Context: an optimization exercise on an open-source flow, tuned for small area. The choices shown serve that exercise and are no tape-out recipe. In this exercise RTL edits were held to simulation tests only and were not proved equivalent to the original. No activity file was given, so power comes from the tool's default toggle rates.

Design combine, start of the top module:
module combine(led1, led2, led3, led4, led5, led6, l_red, l_blue, sw0, sw1, btn, clk, rst);
    input sw0, sw1;
    input rst;
    input [3:0] btn;
    input clk;
    output [6:0] led1, led2;
    output [6:0] led3, led4;
    output [6:0] led5, led6;
    output l_red, l_blue;
    reg [3:0] e0, e1;       
    reg [3:0] pq;           
    reg sw0_l, sw1_l;       
    reg [4:0] cnt;          
    reg [3:0] cr, cb;       
    reg [2:0] mode;
    reg sw1p;
    reg [4:0] hr;
    reg [5:0] mn, sc;
    reg [3:0] mm;
    reg [5:0] dd;
    reg [4:0] ahr;
    reg [5:0] amin;
    reg [4:0] ch;
    reg [5:0] cm, cs;
    reg cflag, tout;
    wire enb = (cnt == 5'd2);      
    wire any = |pq;
    wire b3 = (pq == 4'b1000);
    wire b2 = (pq == 4'b0100);
    wire b1 = (pq == 4'b0010);
    wire b0 = (pq == 4'b0001);
    wire md0 = (mode == 3'd0), md1 = (mode == 3'd1), md2 = (mode == 3'd2), md3 = (mode == 3'd3);
    wire al = sw0_l & (hr == ahr) & (mn == amin);
    function h23;  input [4:0] h; h23 = h[4] & h[2] & h[1] & h[0]; endfunction
    function m59;  input [5:0] m; m59 = m[5] & m[4] & m[3] & m[1] & m[0]; endfunction
    function [4:0] hinc; input [4:0] h; hinc = h23(h) ? 5'd0 : h + 5'd1; endfunction
    function [4:0] hdec; input [4:0] h; hdec = (h == 5'd0) ? 5'd23 : h - 5'd1; endfunction
    function [5:0] minc; input [5:0] m; minc = m59(m) ? 6'd0 : m + 6'd1; endfunction
    function [5:0] mdec; input [5:0] m; mdec = (m == 6'd0) ? 6'd59 : m - 6'd1; endfunction
    wire tick = enb & ~any;
    wire sc59 = m59(sc), mn59 = m59(mn), mn0 = (mn == 6'd0);
    wire mn_up = (md0 & b1) | (tick & sc59);
    wire mn_dn = md0 & b0;
    wire hr_up = (md0 & (b3 | (b1 & mn59))) | (tick & sc59 & mn59);
    wire hr_dn = md0 & (b2 | (b0 & mn0));
    wire [5:0] n_sc = tick ? minc(sc) : sc;
    wire [4:0] hx = (any & md2) ? ahr : (any & md3) ? ch : hr;
    wire [5:0] mx = (any & md2) ? amin : (any & md3 & b2) ? cm : (any & md3) ? cs : mn;
    wire [4:0] h_inc = hinc(hx), h_dec = hdec(hx);
    wire [5:0] m_inc = minc(mx), m_dec = mdec(mx);
  ...
For scale: roughly 710 cells after synthesis, about 88 flip-flops, about 52 I/O pins, ~0.0053 mm² of cells after synthesis.
Settings: LEC_CHECK=0, CAP_MARGIN=20, CORE_MARGIN=2, CORE_UTILIZATION=40, SLEW_MARGIN=20; clock period 8.0 ns.
standard.sh (not shown) runs the stock make flow with config.mk's settings and CLKGATE_MAP_FILE= SYNTH_SCRIPT=/design/flow/synth_recipe.tcl, a recipe that flattens the netlist after the stock synthesis.
==> flow/flow/run.sh <==
#!/bin/bash
# Own layout flow: the standard layout (standard.sh), except that
# * synthesis maps the logic with an area-oriented ABC script (area.abc: a
#   5-minute &deepsyn AIG optimisation, then &nf area mapping) and
#   without the platform's half/full adder cells. Synthesis is otherwise
#   the standard flow's own script (synth_recipe.tcl: synth -nofsm -noshare, flatten,
#   renames), so the registers keep the standard synthesis's names and cells;
# * every port still gets its buffer, but a small one (buf_1);
# * clock tree synthesis builds the tree from clkbuf_8 cells, without dummy loads.
set -euo pipefail
W=$PWD
F=$W/flow
export AREA_ABC_SCRIPT=$F/area.abc
make -C "$FLOW_HOME" DESIGN_CONFIG="$W/config.mk" WORK_HOME="$W/orfs" CLKGATE_MAP_FILE= \
  SYNTH_SCRIPT="$F/synth.tcl" ADDER_MAP_FILE= synth > "$W/synth.log" 2>&1
bash "$W/standard.sh" ADDER_MAP_FILE= \
  "BUFFER_PORTS_ARGS=-buffer_cell sky130_fd_sc_hd__buf_1" \
  "CTS_ARGS=-sink_clustering_enable -repair_clock_nets -dont_use_dummy_load -buf_list sky130_fd_sc_hd__clkbuf_8" \
  > "$W/layout.log" 2>&1
==> flow/flow/area.abc <==
strash
&get -n
&fraig -x
&deepsyn -T 300
&put
strash
&get -n
&dch -f
&nf -R 1000
&put
topo
==> flow/flow/synth.tcl <==
# synth_recipe.tcl with the final ABC mapping run on the script in $AREA_ABC_SCRIPT
proc synth {args} { yosys synth -nofsm -noshare {*}$args }
proc abc {args} {
  set i [lsearch -exact $args -script]
  if { $i >= 0 && [info exists ::env(AREA_ABC_SCRIPT)] } {
    set f [open $::env(AREA_ABC_SCRIPT) r]
    set s [string trim [read $f]]
    close $f
    lset args [expr { $i + 1 }] "+[join [split $s "\n"] ";"]"
  }
  yosys abc {*}$args
}
source $::env(SCRIPTS_DIR)/synth.tcl
# left out here: clear keep_hierarchy, flatten, clean up, hide names made inside functions, write 1_2_yosys.v
Change:
--- a/flow/flow/run.sh
+++ b/flow/flow/run.sh
@@ -2,4 +2,3 @@
 # Own layout flow: the standard layout (standard.sh), except that
-# * synthesis maps the logic with an area-oriented ABC script (area.abc: a
-#   5-minute &deepsyn AIG optimisation, then &nf area mapping) and
+# * synthesis maps the logic with an area-oriented ABC script (area.abc) and
 #   without the platform's half/full adder cells. Synthesis is otherwise
==> flow/flow/area.abc (replaced) <==
strash
&get -n
&fraig -x
&put
dc2
strash
&get -n
&dch -f
&nf -R 1000
&put
topo
=> Synthesized area is higher by 6.4%. Final area goes up by 6.2%. Sequential power goes up by about 1%. Routed wire length went up by about 2.5%.

Another version of the RTL of combine (not shown whole).
For scale: roughly 720 cells after synthesis.
==> flow/config.mk <==
export PLATFORM = sky130hd
export DESIGN_NAME = combine
export DESIGN_NICKNAME = combine
export VERILOG_FILES = /design/flow/design.v
export SDC_FILE = /design/flow/constraint.sdc
export NUM_CORES = 4
export LEC_CHECK = 0
export CAP_MARGIN = 20
export CORE_MARGIN = 2
export CORE_UTILIZATION = 40
export SLEW_MARGIN = 20
==> flow/constraint.sdc <==
create_clock -name core_clock -period 8.0 [get_ports {clk}]
set_input_delay 1.6000 -clock core_clock [delete_from_list [all_inputs] [get_ports {clk}]]
set_output_delay 1.6000 -clock core_clock [all_outputs]
set_load 0.01 [all_outputs]
==> flow/flow/run.sh <==
#!/bin/bash
# Own layout flow: the standard layout (standard.sh), except that
# * synthesis maps the logic with an area-oriented ABC script (area.abc:
#   three rounds of a 200-second &deepsyn AIG optimisation, each followed
#   by &nf area mapping) and
#   without the platform's half/full adder cells. Synthesis is otherwise
#   the standard flow's own script (synth_recipe.tcl: synth -nofsm -noshare, flatten,
#   renames), so the registers keep the standard synthesis's names and cells;
# * every port still gets its buffer, but a small one (buf_1);
# * clock tree synthesis builds the tree from clkbuf_8 cells, without dummy loads.
set -euo pipefail
W=$PWD
F=$W/flow
export AREA_ABC_SCRIPT=$F/area.abc
make -C "$FLOW_HOME" DESIGN_CONFIG="$W/config.mk" WORK_HOME="$W/orfs" CLKGATE_MAP_FILE= \
  SYNTH_SCRIPT="$F/synth.tcl" ADDER_MAP_FILE= synth > "$W/synth.log" 2>&1
bash "$W/standard.sh" ADDER_MAP_FILE= \
  "BUFFER_PORTS_ARGS=-buffer_cell sky130_fd_sc_hd__buf_1" \
  "CTS_ARGS=-sink_clustering_enable -repair_clock_nets -dont_use_dummy_load -buf_list sky130_fd_sc_hd__clkbuf_8" \
  > "$W/layout.log" 2>&1
==> flow/flow/area.abc <==
strash
&get -n
&fraig -x
&deepsyn -T 200
&put
strash
&get -n
&dch -f
&nf -R 1000
&put
strash
&get -n
&deepsyn -T 200
&put
strash
&get -n
&dch -f
&nf -R 1000
&put
strash
&get -n
&deepsyn -T 200
&put
strash
&get -n
&dch -f
&nf -R 1000
&put
topo
Scripts as last shown in full above: flow/flow/synth.tcl
Edit:
--- a/flow/flow/run.sh
+++ b/flow/flow/run.sh
@@ -19 +19 @@
-  "CTS_ARGS=-sink_clustering_enable -repair_clock_nets -dont_use_dummy_load -buf_list sky130_fd_sc_hd__clkbuf_8" \
+  "CTS_ARGS=-sink_clustering_enable -repair_clock_nets -dont_use_dummy_load -sink_clustering_size 25 -buf_list sky130_fd_sc_hd__clkbuf_8" \
==> flow/flow/area.abc (replaced) <==
strash
&get -n
&fraig -x
&put
dc2
strash
&get -n
&dch -f
&nf -R 1000
&put
topo
After rerunning: The new run completed with no timing, DRC or antenna violations; register-to-register slack got worse by 0.02 ns; total power falls by 12%; design area rises by 8.8%; worst setup slack got worse by 0.93 ns; die area rises by 8.6%; routed wire length rises by 3.7%; global-route usage falls by 1.1 points.

==> port drivers added, routing unchanged <==
Ports are ideal in the flow. The routed layouts listed here were re-timed in OpenROAD.
Step 1 sets driving cells, clkbuf_16 on the clock port and buf_2 on the other inputs (assumed; they add their load-dependent delay and slew).
Step 2, shift: input delay + t, output delay - t, t = (earliest + latest rising clock arrival at the registers) / 2. This alone moves slack from input paths to output paths.
a / b / c = ideal / step 1 / step 2; a / b = the first two.
run	t, ns	setup WS [ns]	worst hold slack (ns)	cell pins on the clock port's net
the first run of note 1	0.407	1.503 / 1.469 / 1.876	0.384 / 0.384 / 0.384	1
the second run of note 1	0.394	1.764 / 1.729 / 2.123	0.384 / 0.384 / 0.384	1
the first run of note 2	0.404	1.939 / 1.903 / 2.307	0.436 / 0.436 / 0.436	1
the second run of note 2	0.407	1.007 / 0.971 / 1.378	0.445 / 0.445 / 0.445	1
After both steps setup and hold are still met in every run listed.
